Context: an optimization exercise on an open-source flow, tuned for small area, a short achievable clock period and few clock cycles. The choices shown serve that exercise and are no tape-out recipe. Function was checked by simulation only, so behaviour that the tests miss may differ from the original.

### flow/config.mk
export PLATFORM = sky130hd
export DESIGN_NAME = mv_mul
export DESIGN_NICKNAME = mv_mul
export VERILOG_FILES = /design/flow/design.v
export SDC_FILE = /design/flow/constraint.sdc
export NUM_CORES = 4
export LEC_CHECK = 0
export CAP_MARGIN = 20
export CORE_MARGIN = 2
export CORE_UTILIZATION = 40
export SLEW_MARGIN = 20
### flow/constraint.sdc
create_clock -name core_clock -period 10.0 [get_ports {clk}]
set_input_delay 2.0000 -clock core_clock [delete_from_list [all_inputs] [get_ports {clk}]]
set_output_delay 2.0000 -clock core_clock [all_outputs]
set_load 0.01 [all_outputs]
### flow/design.v
module fmul_pipe #(
    parameter EXP_WIDTH    = 5,
    parameter FRAC_WIDTH   = 3,
    parameter CTRL_C_WIDTH = 16,
    parameter DEPTH_WARP   = 4
) (
    input  wire                              clk,
    input  wire                              rst_n,
    input  wire [EXP_WIDTH+FRAC_WIDTH:0]     a_i,
    input  wire [EXP_WIDTH+FRAC_WIDTH:0]     b_i,
    input  wire [2:0]                        rm_i,       
    input  wire [CTRL_C_WIDTH-1:0]           ctrl_c_i,   
    input  wire [2:0]                        ctrl_rm_i,  
    input  wire [7:0]                        ctrl_reg_idxw_i, 
    input  wire [DEPTH_WARP-1:0]             ctrl_warpid_i,   
    input  wire                              in_valid_i, 
    output reg                               in_ready_o, 
    output reg                               out_valid_o,
    input  wire                              out_ready_i, 
    output reg  [EXP_WIDTH+FRAC_WIDTH:0]     result_o,
    output reg  [4:0]                        fflags_o,
    output wire [CTRL_C_WIDTH-1:0]           ctrl_c_o,   
    output wire [2:0]                        ctrl_rm_o, 
    output wire [7:0]                        ctrl_reg_idxw_o, 
    output wire [DEPTH_WARP-1:0]             ctrl_warpid_o
);
    localparam integer MAN_WIDTH      = FRAC_WIDTH + 1;
    localparam integer PROD_WIDTH     = MAN_WIDTH * 2;
    localparam integer EXP_SUM_WIDTH  = EXP_WIDTH + 3;
    localparam integer BIAS           = (1 << (EXP_WIDTH - 1)) - 1;
    localparam signed [EXP_SUM_WIDTH:0] BIAS_VALUE = BIAS[EXP_SUM_WIDTH:0];
    localparam integer EXP_MAX        = (1 << EXP_WIDTH) - 1;
    localparam integer INDEX_MSB      = PROD_WIDTH - 3;
    localparam integer INDEX_LSB      = PROD_WIDTH - FRAC_WIDTH - 2;
    localparam integer GUARD_INDEX    = INDEX_LSB - 1;
    localparam integer ROUND_INDEX    = GUARD_INDEX - 1;
    assign ctrl_c_o        = ctrl_c_i;
    assign ctrl_rm_o       = ctrl_rm_i;
    assign ctrl_reg_idxw_o = ctrl_reg_idxw_i;
    assign ctrl_warpid_o   = ctrl_warpid_i;
    reg                               stage1_valid;
    reg                               stage1_sign_a;
    reg                               stage1_sign_b;
    reg  [EXP_WIDTH-1:0]              stage1_exp_a;
    reg  [EXP_WIDTH-1:0]              stage1_exp_b;
    reg  [MAN_WIDTH-1:0]              stage1_mant_a;
    reg  [MAN_WIDTH-1:0]              stage1_mant_b;
    reg  signed [EXP_SUM_WIDTH:0]     stage1_exp_a_eff;
    reg  signed [EXP_SUM_WIDTH:0]     stage1_exp_b_eff;
    reg                               stage1_is_zero_a;
    reg                               stage1_is_zero_b;
    reg                               stage1_is_inf_a;
    reg                               stage1_is_inf_b;
    reg                               stage1_is_nan_a;
    reg                               stage1_is_nan_b;
    reg                               stage2_valid;
    reg                               stage2_sign;
    reg  [PROD_WIDTH-1:0]             stage2_mant_product;
    reg  signed [EXP_SUM_WIDTH:0]     stage2_exp_sum;
    reg                               stage2_is_nan;
    reg                               stage2_is_inf;
    reg                               stage2_is_zero;
    reg                               stage2_invalid;
    reg                               stage3_valid;
    wire [PROD_WIDTH-1:0]             mant_product_w;
    wire signed [EXP_SUM_WIDTH:0]     exp_sum_w;
    wire                              invalid_w;
    wire                              nan_w;
    wire                              inf_w;
    wire                              zero_w;
    wire [EXP_WIDTH-1:0]              exp_a_w;
    wire [EXP_WIDTH-1:0]              exp_b_w;
    wire [FRAC_WIDTH-1:0]             frac_a_w;
    wire [FRAC_WIDTH-1:0]             frac_b_w;
    wire                              is_zero_a_w;
    wire                              is_zero_b_w;
    wire                              is_inf_a_w;
    wire                              is_inf_b_w;
    wire                              is_nan_a_w;
    wire                              is_nan_b_w;
    wire [MAN_WIDTH-1:0]              mant_a_w;
    wire [MAN_WIDTH-1:0]              mant_b_w;
    wire signed [EXP_SUM_WIDTH:0]     exp_a_eff_w;
    wire signed [EXP_SUM_WIDTH:0]     exp_b_eff_w;
    assign exp_a_w = a_i[EXP_WIDTH+FRAC_WIDTH-1:FRAC_WIDTH];
    assign exp_b_w = b_i[EXP_WIDTH+FRAC_WIDTH-1:FRAC_WIDTH];
    assign frac_a_w = a_i[FRAC_WIDTH-1:0];
    assign frac_b_w = b_i[FRAC_WIDTH-1:0];
    assign is_zero_a_w = (exp_a_w == {EXP_WIDTH{1'b0}}) && (frac_a_w == {FRAC_WIDTH{1'b0}});
    assign is_zero_b_w = (exp_b_w == {EXP_WIDTH{1'b0}}) && (frac_b_w == {FRAC_WIDTH{1'b0}});
    assign is_inf_a_w = (exp_a_w == {EXP_WIDTH{1'b1}}) && (frac_a_w == {FRAC_WIDTH{1'b0}});
    assign is_inf_b_w = (exp_b_w == {EXP_WIDTH{1'b1}}) && (frac_b_w == {FRAC_WIDTH{1'b0}});
    assign is_nan_a_w = (exp_a_w == {EXP_WIDTH{1'b1}}) && (frac_a_w != {FRAC_WIDTH{1'b0}});
    assign is_nan_b_w = (exp_b_w == {EXP_WIDTH{1'b1}}) && (frac_b_w != {FRAC_WIDTH{1'b0}});
    assign mant_a_w = (exp_a_w == {EXP_WIDTH{1'b0}}) ? {1'b0, frac_a_w} :
                                                       {1'b1, frac_a_w};
    assign mant_b_w = (exp_b_w == {EXP_WIDTH{1'b0}}) ? {1'b0, frac_b_w} :
                                                       {1'b1, frac_b_w};
    assign exp_a_eff_w = is_zero_a_w ? {EXP_SUM_WIDTH+1{1'b0}} :
                         ((exp_a_w == {EXP_WIDTH{1'b0}}) ?
                          {{EXP_SUM_WIDTH{1'b0}}, 1'b1} :
                          {{(EXP_SUM_WIDTH+1-EXP_WIDTH){1'b0}}, exp_a_w});
    assign exp_b_eff_w = is_zero_b_w ? {EXP_SUM_WIDTH+1{1'b0}} :
                         ((exp_b_w == {EXP_WIDTH{1'b0}}) ?
                          {{EXP_SUM_WIDTH{1'b0}}, 1'b1} :
                          {{(EXP_SUM_WIDTH+1-EXP_WIDTH){1'b0}}, exp_b_w});
    always @(posedge clk or negedge rst_n) begin
        if (!rst_n) begin
            stage1_valid     <= 1'b0;
            stage1_sign_a    <= 1'b0;
            stage1_sign_b    <= 1'b0;
            stage1_exp_a     <= {EXP_WIDTH{1'b0}};
            stage1_exp_b     <= {EXP_WIDTH{1'b0}};
            stage1_mant_a    <= {MAN_WIDTH{1'b0}};
            stage1_mant_b    <= {MAN_WIDTH{1'b0}};
            stage1_exp_a_eff <= {EXP_SUM_WIDTH+1{1'b0}};
            stage1_exp_b_eff <= {EXP_SUM_WIDTH+1{1'b0}};
            stage1_is_zero_a <= 1'b0;
            stage1_is_zero_b <= 1'b0;
            stage1_is_inf_a  <= 1'b0;
            stage1_is_inf_b  <= 1'b0;
            stage1_is_nan_a  <= 1'b0;
            stage1_is_nan_b  <= 1'b0;
        end else begin
            stage1_valid  <= in_valid_i && in_ready_o;
            if (in_valid_i && in_ready_o) begin
                stage1_sign_a <= a_i[EXP_WIDTH+FRAC_WIDTH];
                stage1_sign_b <= b_i[EXP_WIDTH+FRAC_WIDTH];
                stage1_exp_a  <= exp_a_w;
                stage1_exp_b  <= exp_b_w;
                stage1_mant_a <= mant_a_w;
                stage1_mant_b <= mant_b_w;
                stage1_is_zero_a <= is_zero_a_w;
                stage1_is_zero_b <= is_zero_b_w;
                stage1_is_inf_a  <= is_inf_a_w;
                stage1_is_inf_b  <= is_inf_b_w;
                stage1_is_nan_a  <= is_nan_a_w;
                stage1_is_nan_b  <= is_nan_b_w;
                stage1_exp_a_eff <= exp_a_eff_w;
                stage1_exp_b_eff <= exp_b_eff_w;
            end
        end
    end
    assign invalid_w = (stage1_is_inf_a && stage1_is_zero_b) ||
                       (stage1_is_inf_b && stage1_is_zero_a);
    assign nan_w = stage1_is_nan_a || stage1_is_nan_b || invalid_w;
    assign inf_w = (stage1_is_inf_a || stage1_is_inf_b) && !nan_w;
    assign zero_w = (stage1_is_zero_a || stage1_is_zero_b) && !inf_w && !nan_w;
    naiveMultiplier #(
        .WIDTH(MAN_WIDTH)
    ) mant_mul (
        .in_a(stage1_mant_a),
        .in_b(stage1_mant_b),
        .product(mant_product_w)
    );
    assign exp_sum_w = stage1_exp_a_eff + stage1_exp_b_eff - BIAS_VALUE;
    always @(posedge clk or negedge rst_n) begin
        if (!rst_n) begin
            stage2_valid        <= 1'b0;
            stage2_sign         <= 1'b0;
            stage2_mant_product <= {PROD_WIDTH{1'b0}};
            stage2_exp_sum      <= {EXP_SUM_WIDTH+1{1'b0}};
            stage2_is_nan       <= 1'b0;
            stage2_is_inf       <= 1'b0;
            stage2_is_zero      <= 1'b0;
            stage2_invalid      <= 1'b0;
        end else begin
            stage2_valid        <= stage1_valid;
            if (stage1_valid) begin
                stage2_sign         <= stage1_sign_a ^ stage1_sign_b;
                stage2_mant_product <= mant_product_w;
                stage2_exp_sum      <= exp_sum_w;
                stage2_is_nan       <= nan_w;
                stage2_is_inf       <= inf_w;
                stage2_is_zero      <= zero_w;
                stage2_invalid      <= invalid_w;
            end
        end
    end
    reg [EXP_WIDTH+FRAC_WIDTH:0] result_comb;
    reg                          overflow_comb;
    reg                          underflow_comb;
    reg                          invalid_comb;
    reg [PROD_WIDTH-1:0]         norm_mant;
    reg signed [EXP_SUM_WIDTH:0] norm_exp;
    reg signed [EXP_SUM_WIDTH:0] exp_after_round;
    reg [FRAC_WIDTH-1:0]         mantissa_field;
    reg                          guard_bit;
    reg                          round_bit;
    reg                          sticky_bit;
    reg                          round_up;
    reg [FRAC_WIDTH:0]           mantissa_rounded;
    reg                          found_one;
    integer                      i;
    always @(*) begin
        result_comb    = {EXP_WIDTH+FRAC_WIDTH+1{1'b0}};
        overflow_comb  = 1'b0;
        underflow_comb = 1'b0;
        invalid_comb   = 1'b0;
        norm_mant      = stage2_mant_product;
        norm_exp       = stage2_exp_sum;
        exp_after_round = stage2_exp_sum;
        mantissa_field = {FRAC_WIDTH{1'b0}};
        guard_bit      = 1'b0;
        round_bit      = 1'b0;
        sticky_bit     = 1'b0;
        round_up       = 1'b0;
        mantissa_rounded = {(FRAC_WIDTH+1){1'b0}};
        found_one      = 1'b0;
        if (stage2_is_nan) begin
            result_comb  = {1'b0, {EXP_WIDTH{1'b1}}, {FRAC_WIDTH{1'b0}}};
            if (FRAC_WIDTH > 0) begin
                result_comb[FRAC_WIDTH-1:0] = {1'b1, {FRAC_WIDTH-1{1'b0}}};
            end
            invalid_comb = 1'b1;
        end else if (stage2_is_inf) begin
            result_comb = {stage2_sign, {EXP_WIDTH{1'b1}}, {FRAC_WIDTH{1'b0}}};
        end else if (stage2_is_zero || (stage2_mant_product == {PROD_WIDTH{1'b0}})) begin
            result_comb = {stage2_sign, {EXP_WIDTH{1'b0}}, {FRAC_WIDTH{1'b0}}};
        end else begin
            norm_mant = stage2_mant_product;
            norm_exp  = stage2_exp_sum;
            if (norm_mant[PROD_WIDTH-1]) begin
                norm_mant = norm_mant >> 1;
                norm_exp  = norm_exp + 1'b1;
            end else begin
                found_one = 1'b0;
                for (i = 0; i < PROD_WIDTH-1; i = i + 1) begin
                    if (!found_one) begin
                        if (norm_mant[PROD_WIDTH-2]) begin
                            found_one = 1'b1;
                        end else begin
                            norm_mant = norm_mant << 1;
                            norm_exp  = norm_exp - 1'b1;
                        end
                    end
                end
            end
            mantissa_field = (INDEX_MSB >= INDEX_LSB) ?
                             norm_mant[INDEX_MSB:INDEX_LSB] :
                             {FRAC_WIDTH{1'b0}};
            guard_bit = (GUARD_INDEX >= 0) ? norm_mant[GUARD_INDEX] : 1'b0;
            round_bit = (ROUND_INDEX >= 0) ? norm_mant[ROUND_INDEX] : 1'b0;
            if (ROUND_INDEX > 0) begin
                sticky_bit = |norm_mant[ROUND_INDEX-1:0];
            end else begin
                sticky_bit = 1'b0;
            end
            if (FRAC_WIDTH > 0) begin
                round_up = guard_bit & (round_bit | sticky_bit | mantissa_field[0]);
            end else begin
                round_up = guard_bit & (round_bit | sticky_bit);
            end
            mantissa_rounded = {1'b0, mantissa_field} + { {FRAC_WIDTH{1'b0}}, round_up };
            exp_after_round = norm_exp;
            if (mantissa_rounded[FRAC_WIDTH]) begin
                mantissa_field   = mantissa_rounded[FRAC_WIDTH:1];
                exp_after_round  = norm_exp + 1'b1;
            end else begin
                mantissa_field = mantissa_rounded[FRAC_WIDTH-1:0];
            end
            if ($signed(exp_after_round) >= $signed(EXP_MAX[EXP_SUM_WIDTH:0])) begin
                result_comb   = {stage2_sign, {EXP_WIDTH{1'b1}}, {FRAC_WIDTH{1'b0}}};
                overflow_comb = 1'b1;
            end else if (exp_after_round <= 0) begin
                result_comb    = {stage2_sign, {EXP_WIDTH{1'b0}}, {FRAC_WIDTH{1'b0}}};
                underflow_comb = 1'b1;
            end else begin
                result_comb = {stage2_sign,
                               exp_after_round[EXP_WIDTH-1:0],
                               mantissa_field};
            end
        end
        if (stage2_invalid) begin
            invalid_comb = 1'b1;
        end
    end
    always @(posedge clk or negedge rst_n) begin
        if (!rst_n) begin
            stage3_valid<= 1'b0;
            result_o    <= {EXP_WIDTH+FRAC_WIDTH+1{1'b0}};
            fflags_o    <= 5'b0;
        end else begin
            stage3_valid <= stage2_valid;
            if (stage2_valid) begin
                result_o    <= result_comb;
                fflags_o    <= {1'b0, 1'b0, invalid_comb, underflow_comb, overflow_comb};
            end
        end
    end
    always @(posedge clk or negedge rst_n)begin
        if(!rst_n)
            in_ready_o <= 1'b0;
        else if(~in_ready_o && in_valid_i)
            in_ready_o <= 1'b1;
        else
            in_ready_o <= 1'b0;
    end
    always @(posedge clk or negedge rst_n)begin
        if(!rst_n)
            out_valid_o <= 1'b0;
        else if(stage3_valid)
            out_valid_o <= 1'b1;
        else if(out_ready_i)
            out_valid_o <= 1'b0;
        else
            out_valid_o <= out_valid_o;
    end
endmodule
module naiveMultiplier #(
    parameter WIDTH = 24
) (
    input  wire [WIDTH-1:0]  in_a,
    input  wire [WIDTH-1:0]  in_b,
    output wire [2*WIDTH-1:0] product
);
    assign product = in_a * in_b;
endmodule
module tc_mul #(
    parameter SHAPE_K       = 8,
    parameter ELEMENT_WIDTH = 9,
    parameter CTRL_C_WIDTH  = 16,
    parameter DEPTH_WARP    = 4
) (
    input  wire                              clk,
    input  wire                              rst_n,
    input  wire [SHAPE_K*ELEMENT_WIDTH-1:0]  a_i,
    input  wire [SHAPE_K*ELEMENT_WIDTH-1:0]  b_i,
    input  wire [2:0]                        rm_i,       
    input  wire [CTRL_C_WIDTH-1:0]           ctrl_c_i,   
    input  wire [2:0]                        ctrl_rm_i,  
    input  wire [7:0]                        ctrl_reg_idxw_i, 
    input  wire [DEPTH_WARP-1:0]             ctrl_warpid_i,   
    input  wire                              in_valid_i, 
    output reg                               in_ready_o, 
    output reg                               out_valid_o,
    input  wire                              out_ready_i, 
    output reg  [SHAPE_K*ELEMENT_WIDTH-1:0]  result_o,
    output reg  [4:0]                        fflags_o,
    output wire [CTRL_C_WIDTH-1:0]           ctrl_c_o,   
    output wire [2:0]                        ctrl_rm_o, 
    output wire [7:0]                        ctrl_reg_idxw_o, 
    output wire [DEPTH_WARP-1:0]             ctrl_warpid_o
);
assign ctrl_c_o        = ctrl_c_i;
assign ctrl_rm_o       = ctrl_rm_i;
assign ctrl_reg_idxw_o = ctrl_reg_idxw_i;
assign ctrl_warpid_o   = ctrl_warpid_i;
wire [ELEMENT_WIDTH-1:0] a_lane         [0:SHAPE_K-1];
wire [ELEMENT_WIDTH-1:0] b_lane         [0:SHAPE_K-1];
wire [ELEMENT_WIDTH-1:0] result_lane    [0:SHAPE_K-1];
wire [4:0]               fflags_lane    [0:SHAPE_K-1];
wire                     in_ready_lane  [0:SHAPE_K-1];
wire                     out_valid_lane [0:SHAPE_K-1];
genvar i;
generate
    for (i = 0; i < SHAPE_K; i = i + 1) begin : SPLIT
        assign a_lane[i] = a_i[(i+1)*ELEMENT_WIDTH-1 -: ELEMENT_WIDTH];
        assign b_lane[i] = b_i[(i+1)*ELEMENT_WIDTH-1 -: ELEMENT_WIDTH];
        assign result_o[(i+1)*ELEMENT_WIDTH-1 -: ELEMENT_WIDTH] = result_lane[i];
    end
endgenerate
integer j;
reg [4:0] fflags_r;
reg       in_ready_r;
reg       out_valid_r;
always @(*) begin
    fflags_r    = 5'b0;
    in_ready_r  = 1'b1;
    out_valid_r = 1'b1;
    for (j = 0; j < SHAPE_K; j = j + 1) begin
        fflags_r    = fflags_r    | fflags_lane[j];
        in_ready_r  = in_ready_r  & in_ready_lane[j];
        out_valid_r = out_valid_r & out_valid_lane[j];
    end
end
assign fflags_o    = fflags_r;
assign in_ready_o  = in_ready_r;
assign out_valid_o = out_valid_r;
generate
    for (i = 0; i < SHAPE_K; i = i + 1) begin : MUL_INST
        fmul_pipe u_fmul_pipe (
        .clk(clk),
        .rst_n(rst_n),
        .a_i(a_lane[i]),
        .b_i(b_lane[i]),
        .rm_i(3'b0),       
        .ctrl_c_i({CTRL_C_WIDTH{1'b0}}),   
        .ctrl_rm_i(3'b0),  
        .ctrl_reg_idxw_i(8'b0), 
        .ctrl_warpid_i({DEPTH_WARP{1'b0}}),   
        .in_valid_i(in_valid_i), 
        .in_ready_o(in_ready_lane[i]), 
        .out_valid_o(out_valid_lane[i]),
        .out_ready_i(out_ready_i), 
        .result_o(result_lane[i]),
        .fflags_o(fflags_lane[i]),
        .ctrl_c_o(),   
        .ctrl_rm_o(), 
        .ctrl_reg_idxw_o(), 
        .ctrl_warpid_o()
    );
    end
endgenerate
endmodule
module fadd_pipe #(
    parameter EXPWIDTH    = 5,
    parameter PRECISION   = 3,
    parameter CTRL_C_WIDTH = 16,
    parameter DEPTH_WARP   = 4
)(
    input  wire                              clk,
    input  wire                              rst_n,
    input  wire [EXPWIDTH+PRECISION:0]       a_i,
    input  wire [EXPWIDTH+PRECISION:0]       b_i,
    input  wire [2:0]                        rm_i,       
    input  wire [CTRL_C_WIDTH-1:0]           ctrl_c_i,   
    input  wire [2:0]                        ctrl_rm_i,  
    input  wire [7:0]                        ctrl_reg_idxw_i, 
    input  wire [DEPTH_WARP-1:0]             ctrl_warpid_i,   
    input  wire                              in_valid_i, 
    output reg                               in_ready_o, 
    output reg                               out_valid_o,
    input  wire                              out_ready_i, 
    output reg  [EXPWIDTH+PRECISION:0]       result_o,
    output reg  [4:0]                        fflags_o,
    output wire [CTRL_C_WIDTH-1:0]           ctrl_c_o,   
    output wire [2:0]                        ctrl_rm_o, 
    output wire [7:0]                        ctrl_reg_idxw_o, 
    output wire [DEPTH_WARP-1:0]             ctrl_warpid_o
);
    localparam TOTAL_WIDTH = EXPWIDTH + PRECISION + 1;
    localparam FRAC_WIDTH  = PRECISION + 3;
    localparam SUM_WIDTH   = FRAC_WIDTH + 2;
    assign ctrl_c_o        = ctrl_c_i;
    assign ctrl_rm_o       = ctrl_rm_i;
    assign ctrl_reg_idxw_o = ctrl_reg_idxw_i;
    assign ctrl_warpid_o   = ctrl_warpid_i;
    reg overflow;
    reg underflow;
    reg invalid;
    wire sign_a;
    wire [EXPWIDTH-1:0] E_a;
    wire [EXPWIDTH-1:0] exponent_a;
    wire hidden_a;
    wire [FRAC_WIDTH-1:0] fraction_a;
    wire sign_b;
    wire [EXPWIDTH-1:0] E_b;
    wire [EXPWIDTH-1:0] exponent_b;
    wire hidden_b;
    wire [FRAC_WIDTH-1:0] fraction_b;
    wire sign_large;
    wire [EXPWIDTH-1:0] exponent_large;
    wire [FRAC_WIDTH-1:0] fraction_large;
    wire [FRAC_WIDTH+2:0] FRACTION_LARGE;  
    wire sign_small;
    wire [EXPWIDTH-1:0] exponent_small;
    wire [FRAC_WIDTH-1:0] fraction_small;
    wire [FRAC_WIDTH+2:0] FRACTION_SMALL;  
    wire [FRAC_WIDTH:0] shifted_fraction_small;   
    wire [SUM_WIDTH:0] sum;
    wire [SUM_WIDTH:0] SUM;
    wire [SUM_WIDTH:0] normalizedSum;
    wire [SUM_WIDTH:0] NorSum;
    wire [SUM_WIDTH:0] NorSumm;
    wire [SUM_WIDTH:0] Sum;
    wire [SUM_WIDTH:0] SUMFINAL;
    wire [EXPWIDTH-1:0] Exponent;
    wire [EXPWIDTH-1:0] EXPONENT;
    wire [EXPWIDTH-1:0] EpreFinal;
    wire [EXPWIDTH-1:0] EFinal;
    wire [EXPWIDTH-1:0] EFINAL;
    wire [EXPWIDTH-1:0] subtraction;
    wire [EXPWIDTH-1:0] shift;
    wire [FRAC_WIDTH-1:0] lostBits;
    wire [SUM_WIDTH:0] sticky;
    wire [EXPWIDTH-1:0] k;
    wire carry;
    reg  [TOTAL_WIDTH-1:0] a_reg;
    reg  [TOTAL_WIDTH-1:0] b_reg;
    reg [FRAC_WIDTH+2:0]FRACTION_SMALL_stage2;
    reg [FRAC_WIDTH+2:0]FRACTION_LARGE_stage2;
    reg [EXPWIDTH-1:0] Exponent_stage2;
    reg [TOTAL_WIDTH-1:0] a_stage2;
    reg [TOTAL_WIDTH-1:0] b_stage2;
    reg [SUM_WIDTH:0] sum_stage2;
    reg stage1_valid;
    reg stage2_valid;
    wire[TOTAL_WIDTH-1:0] result;
    assign sign_a = a_i[EXPWIDTH+PRECISION];
    assign sign_b = b_i[EXPWIDTH+PRECISION];
    assign E_a = a_i[EXPWIDTH+PRECISION-1:PRECISION];
    assign E_b = b_i[EXPWIDTH+PRECISION-1:PRECISION];
    assign hidden_a = |E_a;
    assign hidden_b = |E_b;
    assign exponent_a = E_a > 0 ? E_a : {{EXPWIDTH-1{1'b0}}, 1'b1};
    assign exponent_b = E_b > 0 ? E_b : {{EXPWIDTH-1{1'b0}}, 1'b1};
    assign fraction_a = {hidden_a, a_i[PRECISION-1:0], 2'b00};
    assign fraction_b = {hidden_b, b_i[PRECISION-1:0], 2'b00};
    assign {carry, subtraction} = exponent_a - exponent_b;
    assign sign_small = carry == 0 ? sign_b : sign_a;
    assign sign_large = carry == 0 ? sign_a : sign_b;
    assign exponent_small = carry == 0 ? exponent_b : exponent_a;
    assign exponent_large = carry == 0 ? exponent_a : exponent_b;
    assign Exponent = exponent_large;
    assign fraction_small = carry == 0 ? fraction_b : fraction_a;  
    assign fraction_large = carry == 0 ? fraction_a : fraction_b;
    assign shift = carry == 0 ? subtraction : -subtraction;
    assign lostBits = shift <= FRAC_WIDTH ? fraction_small << (FRAC_WIDTH - shift) : fraction_small;
    assign shifted_fraction_small = {fraction_small >> shift, |lostBits};
    assign FRACTION_SMALL = sign_small ? {sign_small, sign_small, -shifted_fraction_small} : {sign_small, sign_small, shifted_fraction_small};
    assign FRACTION_LARGE = sign_large ? {sign_large, sign_large, -fraction_large, 1'b0} : {sign_large, sign_large, fraction_large, 1'b0};
    assign sum = FRACTION_LARGE + FRACTION_SMALL;    
    always @(posedge clk or negedge rst_n) begin
        if (!rst_n) begin
            stage1_valid <= 1'b0;
            FRACTION_LARGE_stage2 <= {FRAC_WIDTH+3{1'b0}};
            FRACTION_SMALL_stage2 <= {FRAC_WIDTH+3{1'b0}};
            Exponent_stage2 <= {EXPWIDTH{1'b0}};
            a_reg <= {TOTAL_WIDTH{1'b0}};
            b_reg <= {TOTAL_WIDTH{1'b0}};
            sum_stage2 <= {SUM_WIDTH+1{1'b0}};
        end else begin
            stage1_valid <= in_valid_i && in_ready_o;
            FRACTION_LARGE_stage2 <= FRACTION_LARGE;
            FRACTION_SMALL_stage2 <= FRACTION_SMALL;
            Exponent_stage2 <= Exponent;
            a_reg <= a_i;
            b_reg <= b_i;
            sum_stage2 <= sum;
        end
    end
    assign SUM = sum_stage2[SUM_WIDTH] ? -sum_stage2 : sum_stage2;
    reg [EXPWIDTH-1:0] k_reg;
    always @(*) begin
        k_reg = {EXPWIDTH{1'b0}};
        for (integer i = 0; i < SUM_WIDTH; i = i + 1) begin
            if (SUM[i]) begin
                k_reg = i[EXPWIDTH-1:0];   
            end
        end
    end
    assign k = k_reg;
    assign normalizedSum = k > (PRECISION + 2) ? SUM >> (k - FRAC_WIDTH) : SUM << (FRAC_WIDTH - k);
    assign EXPONENT      = k > (PRECISION + 2) ? (Exponent_stage2 + k - FRAC_WIDTH) : (Exponent_stage2 - FRAC_WIDTH + k);
    assign EpreFinal = Exponent_stage2 + k > FRAC_WIDTH ? EXPONENT : {EXPWIDTH{1'b0}}; 
    assign NorSum    = Exponent_stage2 + k > FRAC_WIDTH ? normalizedSum : SUM << (Exponent_stage2 - 1);
    assign sticky = (k > (FRAC_WIDTH-1)) ? SUM << (FRAC_WIDTH*2+2 - k) : SUM << SUM_WIDTH;
    assign NorSumm = {NorSum[SUM_WIDTH:1], |sticky};
    assign Sum = NorSumm[2] == 0 ? NorSumm :
                 NorSumm[1] == 1 ? (NorSumm + {{SUM_WIDTH-3{1'b0}}, 4'b1000}) :
                 NorSumm[0] == 1 ? (NorSumm + {{SUM_WIDTH-3{1'b0}}, 4'b1000}) :
                 NorSumm[3] == 0 ? NorSumm : (NorSumm + {{SUM_WIDTH-3{1'b0}}, 4'b1000});
    assign EFinal = |SUM ? EpreFinal : {EXPWIDTH{1'b0}};
    assign SUMFINAL = Sum[SUM_WIDTH-1] ? Sum >> 1 : Sum; 
    assign EFINAL =  Sum[SUM_WIDTH-1] ? EFinal + 1 : EFinal;
    assign result = (a_reg[EXPWIDTH+PRECISION-1:0] == 0) ? b_reg :
                      (b_reg[EXPWIDTH+PRECISION-1:0] == 0) ? a_reg : 
                      (a_reg[EXPWIDTH+PRECISION-1:PRECISION] == {EXPWIDTH{1'b1}}) && (a_reg[PRECISION-1:0] == 0) ? {1'b0, {EXPWIDTH{1'b1}}, {PRECISION{1'b0}}} :
                      (b_reg[EXPWIDTH+PRECISION-1:PRECISION] == {EXPWIDTH{1'b1}}) && (b_reg[PRECISION-1:0] == 0) ? {1'b0, {EXPWIDTH{1'b1}}, {PRECISION{1'b0}}} : 
                      (a_reg[EXPWIDTH+PRECISION-1:PRECISION] == {EXPWIDTH{1'b1}}) && (a_reg[PRECISION-1:0] != 0) ? {1'b0, {EXPWIDTH{1'b1}}, 1'b1, {PRECISION-1{1'b0}}} :
                      (b_reg[EXPWIDTH+PRECISION-1:PRECISION] == {EXPWIDTH{1'b1}}) && (b_reg[PRECISION-1:0] != 0) ? {1'b0, {EXPWIDTH{1'b1}}, 1'b1, {PRECISION-1{1'b0}}} : 
                      {sum_stage2[SUM_WIDTH], EFINAL, SUMFINAL[FRAC_WIDTH-1:3]};
    assign overflow = result[EXPWIDTH+PRECISION-1:PRECISION] == {EXPWIDTH{1'b1}};  
    assign underflow = 1'b0;  
    assign invalid  = (result[EXPWIDTH+PRECISION-1:PRECISION] == {EXPWIDTH{1'b1}}) && (result[PRECISION-1:0] != 0);
    always @(posedge clk or negedge rst_n) begin
        if (!rst_n) begin
            stage2_valid<= 1'b0;
            result_o    <= {EXPWIDTH+PRECISION+1{1'b0}};
            fflags_o    <= 5'b0;
        end else begin
            stage2_valid <= stage1_valid;
            if (stage1_valid) begin
                result_o    <= result;
                fflags_o    <= {1'b0, 1'b0, invalid, underflow, overflow};
            end
        end
    end
    always @(posedge clk or negedge rst_n)begin
        if(!rst_n)
            in_ready_o <= 1'b0;
        else if(~in_ready_o && in_valid_i)
            in_ready_o <= 1'b1;
        else
            in_ready_o <= 1'b0;
    end
    always @(posedge clk or negedge rst_n)begin
        if(!rst_n)
            out_valid_o <= 1'b0;
        else if(stage1_valid)
            out_valid_o <= 1'b1;
        else if(out_ready_i)
            out_valid_o <= 1'b0;
        else
            out_valid_o <= out_valid_o;
    end
endmodule
module fadd_tree #(
    parameter SHAPE_K       = 8,
    parameter ELEMENT_WIDTH = 9,
    parameter CTRL_C_WIDTH  = 16,
    parameter DEPTH_WARP    = 4
)(
    input  wire                              clk,
    input  wire                              rst_n,
    input  wire [SHAPE_K*ELEMENT_WIDTH-1:0]  data_i,
    input  wire [2:0]                        rm_i,       
    input  wire [CTRL_C_WIDTH-1:0]           ctrl_c_i,   
    input  wire [2:0]                        ctrl_rm_i,  
    input  wire [7:0]                        ctrl_reg_idxw_i, 
    input  wire [DEPTH_WARP-1:0]             ctrl_warpid_i,   
    input  wire                              in_valid_i, 
    output reg                               in_ready_o, 
    output reg                               out_valid_o,
    input  wire                              out_ready_i, 
    output reg  [ELEMENT_WIDTH-1:0]          result_o,
    output reg  [4:0]                        fflags_o,
    output wire [CTRL_C_WIDTH-1:0]           ctrl_c_o,   
    output wire [2:0]                        ctrl_rm_o, 
    output wire [7:0]                        ctrl_reg_idxw_o, 
    output wire [DEPTH_WARP-1:0]             ctrl_warpid_o
);
assign ctrl_c_o        = ctrl_c_i;
assign ctrl_rm_o       = ctrl_rm_i;
assign ctrl_reg_idxw_o = ctrl_reg_idxw_i;
assign ctrl_warpid_o   = ctrl_warpid_i;
wire [ELEMENT_WIDTH-1:0] data_lane         [0:SHAPE_K-1];
wire [ELEMENT_WIDTH-1:0] data_min          [0:SHAPE_K/2-1];
wire [ELEMENT_WIDTH-1:0] data_high         [0:SHAPE_K/4-1];
wire                     in_ready_lane_low [0:SHAPE_K/2-1];
wire                     out_valid_lane_low[0:SHAPE_K/2-1];
wire                     in_ready_lane_min [0:SHAPE_K/4-1];
wire                     out_valid_lane_min[0:SHAPE_K/4-1];
wire                     in_ready_high;
genvar i;
generate
    for (i = 0; i < SHAPE_K; i = i + 1) begin : SPLIT
        assign data_lane[i] = data_i[(i+1)*ELEMENT_WIDTH-1 -: ELEMENT_WIDTH];
    end
endgenerate
integer j;
reg       in_ready_r;
reg       out_valid_r;
always @(*) begin
    in_ready_r  = 1'b1;
    out_valid_r = 1'b1;
    for (j = 0; j < SHAPE_K/2; j = j + 1) begin
        in_ready_r  = in_ready_r  & in_ready_lane_low[j];
        out_valid_r = out_valid_r & out_valid_lane_low[j];
    end
end
assign in_ready_o  = in_ready_r;
wire   out_valid_low = out_valid_r;
integer k;
reg       in_ready_r_min;
reg       out_valid_r_min;
always @(*) begin
    in_ready_r_min  = 1'b1;
    out_valid_r_min = 1'b1;
    for (k = 0; k < SHAPE_K/4; k = k + 1) begin
        in_ready_r_min  = in_ready_r_min  & in_ready_lane_min[k];
        out_valid_r_min = out_valid_r_min & out_valid_lane_min[k];
    end
end
wire in_ready_min = in_ready_r_min;
wire out_valid_min = out_valid_r_min;
generate
    for (i = 0; i < SHAPE_K/2; i = i + 1) begin : ADD_INST_LOW
        fadd_pipe u_add_pipe_low(
            .clk(clk),
            .rst_n(rst_n),
            .a_i(data_lane[i]),
            .b_i(data_lane[i+4]),
            .rm_i(3'b0),       
            .ctrl_c_i({CTRL_C_WIDTH{1'b0}}),   
            .ctrl_rm_i(3'b0),  
            .ctrl_reg_idxw_i(8'b0), 
            .ctrl_warpid_i({DEPTH_WARP{1'b0}}),    
            .in_valid_i(in_valid_i), 
            .in_ready_o(in_ready_lane_low[i]), 
            .out_valid_o(out_valid_lane_low[i]),
            .out_ready_i(in_ready_min), 
            .result_o(data_min[i]),
            .fflags_o(),
            .ctrl_c_o(),   
            .ctrl_rm_o(), 
            .ctrl_reg_idxw_o(), 
            .ctrl_warpid_o()
        );
    end
endgenerate
generate
    for (i = 0; i < SHAPE_K/4; i = i + 1) begin : ADD_INST_MIN
        fadd_pipe u_add_pipe_min(
            .clk(clk),
            .rst_n(rst_n),
            .a_i(data_min[i]),
            .b_i(data_min[i+2]),
            .rm_i(3'b0),       
            .ctrl_c_i({CTRL_C_WIDTH{1'b0}}),   
            .ctrl_rm_i(3'b0),  
            .ctrl_reg_idxw_i(8'b0), 
            .ctrl_warpid_i({DEPTH_WARP{1'b0}}),    
            .in_valid_i(out_valid_low), 
            .in_ready_o(in_ready_lane_min[i]), 
            .out_valid_o(out_valid_lane_min[i]),
            .out_ready_i(in_ready_high), 
            .result_o(data_high[i]),
            .fflags_o(),
            .ctrl_c_o(),   
            .ctrl_rm_o(), 
            .ctrl_reg_idxw_o(), 
            .ctrl_warpid_o()
        );
    end
endgenerate
fadd_pipe u_add_pipe_high(
    .clk(clk),
    .rst_n(rst_n),
    .a_i(data_high[0]),
    .b_i(data_high[1]),
    .rm_i(3'b0),       
    .ctrl_c_i({CTRL_C_WIDTH{1'b0}}),   
    .ctrl_rm_i(3'b0),  
    .ctrl_reg_idxw_i(8'b0), 
    .ctrl_warpid_i({DEPTH_WARP{1'b0}}),    
    .in_valid_i(out_valid_min), 
    .in_ready_o(in_ready_high), 
    .out_valid_o(out_valid_o),
    .out_ready_i(out_ready_i), 
    .result_o(result_o),
    .fflags_o(fflags_o),
    .ctrl_c_o(),   
    .ctrl_rm_o(), 
    .ctrl_reg_idxw_o(), 
    .ctrl_warpid_o()
);
endmodule
module tc_add #(
    parameter SHAPE_N       = 8,
    parameter SHAPE_K       = 8,
    parameter ELEMENT_WIDTH = 9,
    parameter CTRL_C_WIDTH  = 16,
    parameter DEPTH_WARP    = 4
)(
    input  wire                              clk,
    input  wire                              rst_n,
    input  wire [SHAPE_N*SHAPE_K*ELEMENT_WIDTH-1:0]  r_v_i,
    input  wire [2:0]                        rm_i,       
    input  wire [CTRL_C_WIDTH-1:0]           ctrl_c_i,   
    input  wire [2:0]                        ctrl_rm_i,  
    input  wire [7:0]                        ctrl_reg_idxw_i, 
    input  wire [DEPTH_WARP-1:0]             ctrl_warpid_i,   
    input  wire                              in_valid_i, 
    output reg                               in_ready_o, 
    output reg                               out_valid_o,
    input  wire                              out_ready_i, 
    output reg  [SHAPE_K*ELEMENT_WIDTH-1:0]  result_o,
    output reg  [4:0]                        fflags_o,
    output wire [CTRL_C_WIDTH-1:0]           ctrl_c_o,   
    output wire [2:0]                        ctrl_rm_o, 
    output wire [7:0]                        ctrl_reg_idxw_o, 
    output wire [DEPTH_WARP-1:0]             ctrl_warpid_o
);
assign ctrl_c_o        = ctrl_c_i;
assign ctrl_rm_o       = ctrl_rm_i;
assign ctrl_reg_idxw_o = ctrl_reg_idxw_i;
assign ctrl_warpid_o   = ctrl_warpid_i;
wire [SHAPE_K*ELEMENT_WIDTH-1:0] data_lane      [0:SHAPE_N-1];
wire [ELEMENT_WIDTH-1:0]         result_lane    [0:SHAPE_N-1];
wire [4:0]                       fflags_lane    [0:SHAPE_N-1];
wire                             in_ready_lane  [0:SHAPE_N-1];
wire                             out_valid_lane [0:SHAPE_N-1];
genvar i;
generate
    for (i = 0; i < SHAPE_N; i = i + 1) begin : SPLIT
        assign data_lane[i] = r_v_i[(i+1)*SHAPE_K*ELEMENT_WIDTH-1 -: SHAPE_K*ELEMENT_WIDTH];
        assign result_o[(i+1)*ELEMENT_WIDTH-1 -: ELEMENT_WIDTH] = result_lane[i];
    end
endgenerate
integer j;
reg [4:0] fflags_r;
reg       in_ready_r;
reg       out_valid_r;
always @(*) begin
    fflags_r    = 5'b0;
    in_ready_r  = 1'b1;
    out_valid_r = 1'b1;
    for (j = 0; j < SHAPE_N; j = j + 1) begin
        fflags_r    = fflags_r    | fflags_lane[j];
        in_ready_r  = in_ready_r  & in_ready_lane[j];
        out_valid_r = out_valid_r & out_valid_lane[j];
    end
end
assign fflags_o    = fflags_r;
assign in_ready_o  = in_ready_r;
assign out_valid_o = out_valid_r;
generate
    for (i = 0; i < SHAPE_N; i = i + 1) begin : FADD_TREE_INST
        fadd_tree u_fadd_tree(
            .clk(clk),
            .rst_n(rst_n),
            .data_i(data_lane[i]),
            .rm_i(3'b0),       
            .ctrl_c_i({CTRL_C_WIDTH{1'b0}}),   
            .ctrl_rm_i(3'b0),  
            .ctrl_reg_idxw_i(8'b0), 
            .ctrl_warpid_i({DEPTH_WARP{1'b0}}),    
            .in_valid_i(in_valid_i), 
            .in_ready_o(in_ready_lane[i]), 
            .out_valid_o(out_valid_lane[i]),
            .out_ready_i(out_ready_i), 
            .result_o(result_lane[i]),
            .fflags_o(fflags_lane[i]),
            .ctrl_c_o(),   
            .ctrl_rm_o(), 
            .ctrl_reg_idxw_o(), 
            .ctrl_warpid_o()
        );
    end
endgenerate
endmodule
module mv_mul #(
    parameter SHAPE_M       = 2,
    parameter SHAPE_N       = 8,
    parameter ELEMENT_WIDTH = 9,
    parameter CTRL_C_WIDTH  = 16,
    parameter DEPTH_WARP    = 4
) (
    input  wire                              clk,
    input  wire                              rst_n,
    input  wire [SHAPE_M*SHAPE_N*ELEMENT_WIDTH-1:0]  a_i,
    input  wire [SHAPE_N*ELEMENT_WIDTH-1:0]  b_i,
    input  wire [2:0]                        rm_i,       
    input  wire [7:0]                        ctrl_reg_idxw_i, 
    input  wire [DEPTH_WARP-1:0]             ctrl_warpid_i,   
    input  wire                              in_valid_i, 
    output reg                               in_ready_o, 
    output reg                               out_valid_o,
    input  wire                              out_ready_i, 
    output reg  [SHAPE_M*ELEMENT_WIDTH-1:0]  result_o,
    output reg  [4:0]                        fflags_o
);
wire [SHAPE_M*SHAPE_N*ELEMENT_WIDTH-1:0] input_tc_add;
wire [SHAPE_N*ELEMENT_WIDTH-1:0] a_lane         [0:SHAPE_M-1];
wire [SHAPE_N*ELEMENT_WIDTH-1:0] result_lane    [0:SHAPE_M-1];
wire [4:0]                       fflags_lane    [0:SHAPE_M-1];
wire                             in_ready_lane  [0:SHAPE_M-1];
wire                             out_valid_lane [0:SHAPE_M-1];
genvar i;
generate
    for (i = 0; i < SHAPE_M; i = i + 1) begin : SPLIT
        assign a_lane[i] = a_i[(i+1)*SHAPE_N*ELEMENT_WIDTH-1 -: SHAPE_N*ELEMENT_WIDTH];
        assign input_tc_add[(i+1)*SHAPE_N*ELEMENT_WIDTH-1 -: SHAPE_N*ELEMENT_WIDTH] = result_lane[i];
    end
endgenerate
integer j;
reg       in_ready_r;
reg       out_valid_r;
always @(*) begin
    in_ready_r  = 1'b1;
    out_valid_r = 1'b1;
    for (j = 0; j < SHAPE_M; j = j + 1) begin
        in_ready_r  = in_ready_r  & in_ready_lane[j];
        out_valid_r = out_valid_r & out_valid_lane[j];
    end
end
assign in_ready_o  = in_ready_r;
wire   out_valid_mv_mul = out_valid_r;
wire   in_ready_tc_add;
generate
    for (i = 0; i < SHAPE_M; i = i + 1) begin : TC_MUL_INST
        tc_mul u_tc_mul (
        .clk(clk),
        .rst_n(rst_n),
        .a_i(a_lane[i]),
        .b_i(b_i),
        .rm_i(3'b0),       
        .ctrl_c_i({CTRL_C_WIDTH{1'b0}}),   
        .ctrl_rm_i(3'b0),  
        .ctrl_reg_idxw_i(8'b0), 
        .ctrl_warpid_i({DEPTH_WARP{1'b0}}),   
        .in_valid_i(in_valid_i), 
        .in_ready_o(in_ready_lane[i]), 
        .out_valid_o(out_valid_lane[i]),
        .out_ready_i(in_ready_tc_add), 
        .result_o(result_lane[i]),
        .fflags_o(fflags_lane[i]),
        .ctrl_c_o(),   
        .ctrl_rm_o(), 
        .ctrl_reg_idxw_o(), 
        .ctrl_warpid_o()
    );
    end
endgenerate
tc_add #(.SHAPE_N(SHAPE_M), .SHAPE_K(SHAPE_N)) u_tc_add(
    .clk(clk),
    .rst_n(rst_n),
    .r_v_i(input_tc_add),
    .rm_i(3'b0),       
    .ctrl_c_i({CTRL_C_WIDTH{1'b0}}),   
    .ctrl_rm_i(3'b0),  
    .ctrl_reg_idxw_i(8'b0), 
    .ctrl_warpid_i({DEPTH_WARP{1'b0}}), 
    .in_valid_i(out_valid_mv_mul), 
    .in_ready_o(in_ready_tc_add), 
    .out_valid_o(out_valid_o),
    .out_ready_i(out_ready_i), 
    .result_o(result_o),
    .fflags_o(fflags_o),
    .ctrl_c_o(),   
    .ctrl_rm_o(), 
    .ctrl_reg_idxw_o(), 
    .ctrl_warpid_o()
);
endmodule
### flow/run.sh
#!/bin/bash
# synth_recipe.tcl (not shown) runs the flow's synth.tcl, then flattens the netlist and writes it again
# the make line also repeats each setting of config.mk as NAME=value (left out here)
make -C /OpenROAD-flow-scripts/flow DESIGN_CONFIG=/design/flow/config.mk WORK_HOME=/design/flow/orfs CLKGATE_MAP_FILE= SYNTH_SCRIPT=/design/flow/synth_recipe.tcl finish
==> summary.md <==
| Metric | Value |
|---|---|
| Outcome | `complete, no violations` |
| Synth Area in XOR/XNOR | `10.19%` |
| Worst path slowest cell | `or4b_2` |
| Final setup margin | `1605 ps` |
| Crit path required time | `10,810 ps` |
| Bufs and invs on worst path | `4` |
| Gpl congestion | `0.9140` |
| Number of buffers created by CTS | `194` |
| Fmax | `~0.12 GHz` |
| Crit path DAT | `9200 ps` |
| Setup TNS | `0 ps` |
| Finished Layout Cells | `22,090` |
| Simple logic cell fraction of the synthesized area | `a little over a fifth` |
| Core Area | `around 360,000 um^2` |
| WL per Instance | `17.22 um` |
| Flop-to-flop setup slack | `1600 ps` |
| Most used cell, CP | `inv_1` |
| Initial core utilization | `40.24%` |
| Relative slew slack | `about a quarter` |
| Final Max Tran Viols | `0` |
| Pre-CTS setup slack | `1803 ps` |
| Std cell rows | `219` |
| Total global-route track usage | `20.31%` |
| Seq. cell area | `39,950 um^2` |
| Worst setup EP type | `flip-flop` |
| Share of layout cells above drive strength 1 | `6.666%` |
| Fillers | `35,390` |
| CTS root buffer | `clkbuf_16` |
| Post-CTS Setup Inserts | `0` |
| CTS clk-pin slew, worst paths | `60 ps` |
| Grt total ovfl | `0` |
| Post-Syn Area | `143,300 um^2` |
| Number of H-tree levels | `4` |
| I/O pins | `260` |
| Largest delay share family, worst path | `simple AND/OR/NAND/NOR gates` |
| # setup viols final | `0` |
| Clock Path Buffers | `4` |
| Adder-cell share of the synthesized area | `10.01%` |
| Post-synth ARST share | `100.0%` |
| WL final | `between 300 and 400 mm` |
| Number of enable flip-flop cells after synthesis | `0` |
| DIE AREA | `between 300,000 and 400,000 um^2` |
| WS Path Type | `flip-flop to flip-flop` |
| Final Hold Fails | `0` |
| Via count | `124,200` |
| I/O Buffers | `241` |
| Nets | `18,470` |
| Antenna-violating nets left | `0` |
| Largest net degree at the start of global routing | `157` |
| Primary FF master, synth | `dfrtp_1` |
| CTS hold repair buffers | `0` |
| First-pass GRT wire length | `622.0 mm` |
| CTS sink cnt | `1,596` |
| Ys Warns | `46` |
| Height of the die | `602.6 um` |
| Top cells by area, synth | `dfrtp_1 28%, ha_1 8.1%, xnor2_1 6.6%, nand2_1 4.5%, o21ai_0 4.0%` |
| Area of the multi-input gates | `96,340 um^2` |
| Detailed placement HPWL | `293.6 mm` |
| Die W | `602.6 um` |
| Cells after synthesis | `17,390` |
| RSZ-0062 raised after global routing | `false` |
| Placed Cells | `21,720` |
| # DRC | `0` |
| Hold Path Depth | `0` |
| Mux cell area share after synthesis | `roughly 6.4%` |
| DR iter-0 viols | `8,963` |
| Worst Tran Pin Value | `~1100 ps` |
| Seq/Total Area, Yosys | `27.86%` |
| Unique cell type count in the Yosys netlist | `roughly 130` |
| Largest family of logic cells by synthesized area | `simple AND/OR/NAND/NOR gates` |
| Max-Cap Viols | `0` |
| Area share of the largest cell type after synthesis | `27.86%` |
| Final hold slack | `365.5 ps` |
| DRT Pass-1 Iters | `8` |
| Crit path launch type | `flip-flop` |
| Max incr delay on CP | `650 ps` |
| HP Class | `flip-flop to flip-flop` |
| Share of the clock period used by the worst path | `83.95%` |
| DR vias/cell | `5.622` |
| Reg2reg path depth | `28` |
| Clock Latency Late Sink | `920 ps` |
| Area grow syn2layout | `9.053%` |
| Synth area leader | `dfrtp_1` |
| Number of global-route vias before repair | `~120k` |
| CTS tree | `built` |
| CP Max Fanout | `12` |
| #FFs+latches synth | `about 1,600` |
| Clock Skew | `59.58 ps` |
| Initial antenna violation count | `30` |
| Crit path time final | `~8400 ps` |
| Post-CTS sizing | `0` |
| Compound-Gate Fraction of Synth Area | `about a fifth` |
| Mean Syn Cell Area | `8.241 um^2` |
-- cell families (layout without fill, tap and decap cells) --
group                      Yosys count  in the layout
DFF                               1596           1596
and+or+nand+nor                   6096           6096
adders and majority gates         1065           1065
buffers and inverters             1869           1799
xor gates and xnor gates          1579           1579
other                                1             19
muxes                              826            826
AOI/OAI and AO/OA                 4362           4362
-- layout make-up --
| class | count | share of cell area, % |
|---|---|---|
| Inverter | 1112 | 2.670 |
| Sequential cell | 1596 | 25.55 |
| Tap cell | 4751 | 3.803 |
| Antenna cell | 16 | 0.02561 |
| Multi-Input combinational cell | 13930 | 61.63 |
| Timing Repair Buffer | 331 | 2.047 |
| Clock buffer | 245 | 3.427 |
| Clock inverter | 111 | 0.8412 |
-- cell usage after synthesis (all sizes together) (53+ instances only) --
| cell | count |
|---|---|
| o21ai | 1175 |
| nand2 | 1706 |
| nor3 | 494 |
| and3 | 191 |
| fa | 136 |
| dfrtp | 1596 |
| nor2b | 172 |
| and2 | 352 |
| xnor2 | 1094 |
| a211oi | 173 |
| nand3b | 104 |
| or3 | 126 |
| nand2b | 168 |
| mux2 | 456 |
| buf | 118 |
| nand3 | 497 |
| or2 | 97 |
| ha | 928 |
| o31ai | 151 |
| xor2 | 438 |
| o21a | 100 |
| a22oi | 95 |
| nand4 | 128 |
| a21o | 267 |
| clkbuf | 639 |
| nor4b | 53 |
| a21oi | 992 |
| mux2i | 340 |
| nor4 | 156 |
| o211ai | 185 |
| nor3b | 96 |
| inv | 1088 |
| a21boi | 62 |
| nor2 | 1479 |
| o22ai | 183 |
| or4 | 120 |
| o2111ai | 64 |
| a31oi | 216 |
-- worst max path at each step --
stage	end	depth (start not counted)
2_1_floorplan	flip-flop	33
3_3_place_gp	flip-flop	28
3_5_place_dp	flip-flop	28
4_1_cts	flip-flop	28
5_1_grt	flip-flop	28
6_report	flip-flop	28
-- per-layer routing --
metal	routed length, um	GRT usage [%]	part of all wire (%)
met1	181400	28.72	48
met2	172900	32.92	45
met3	14770	1.634	3.9
met4	11490	6.199	3.0
met5	0	0	0
-- placed cells by master, fill, tap and decap left out, types with 120 or more instances in the layout --
cell type / netlist / layout
a21o_1: 267 / 267
nor4_1: 149 / 147
o211ai_1: 185 / 185
mux2i_1: 338 / 338
nand4_1: 128 / 128
or3_1: 125 / 125
dfrtp_1: 1596 / 1590
a21oi_1: 989 / 989
ha_1: 928 / 928
inv_1: 1085 / 1085
fa_1: 136 / 136
and2_1: 345 / 345
nand3_1: 497 / 497
nand2_1: 1706 / 1706
nor2_1: 1475 / 1475
and3_1: 191 / 191
clkdlybuf4s50_1: 0 / 239
o22ai_1: 183 / 183
or4_1: 120 / 120
clkbuf_16: 0 / 195
xor2_1: 434 / 434
xnor2_1: 1084 / 1084
o21ai_0: 1149 / 1149
nor2b_1: 172 / 172
o31ai_1: 149 / 149
a211oi_1: 172 / 172
nand2b_1: 168 / 167
a31oi_1: 216 / 216
mux2_2: 456 / 456
nor3_1: 489 / 488
-- through the flow --
stage,area [um^2],util (%)
floorplan,143400,-
global placement,149600,41.99
detailed placement,149600,41.99
CTS,156300,43.87
global route,156300,43.88
finish,156300,43.88
Testbench counts, summed over its fixed seeds: cycles 28,680.

-- separate check: timing with driven ports --
The results above use ideal ports. As a check the final layout listed here was re-extracted and re-timed, cells and wires unchanged. Step 1, drivers: a clkbuf_16 drives clk and a buf_2 each remaining input, both assumed. Step 2 times the ports against the registers' clock, not the clock port: input delays grow and output delays shrink by t, the midpoint of the rising clock arrivals with the driver on. Slacks: ideal ports / drivers / drivers and shift; pairs: ideal ports / drivers.
t (ns): 1.006
slack for setup (ns): 1.605 / 1.605 / 1.605
hold WS [ns]: 0.366 / 0.366 / 0.366
worst setup path after step 2: register to register
After both steps setup and hold are still met in this run. The setup slack of this run moves by 0.000 ns with the drivers and by 0.000 ns with both steps.
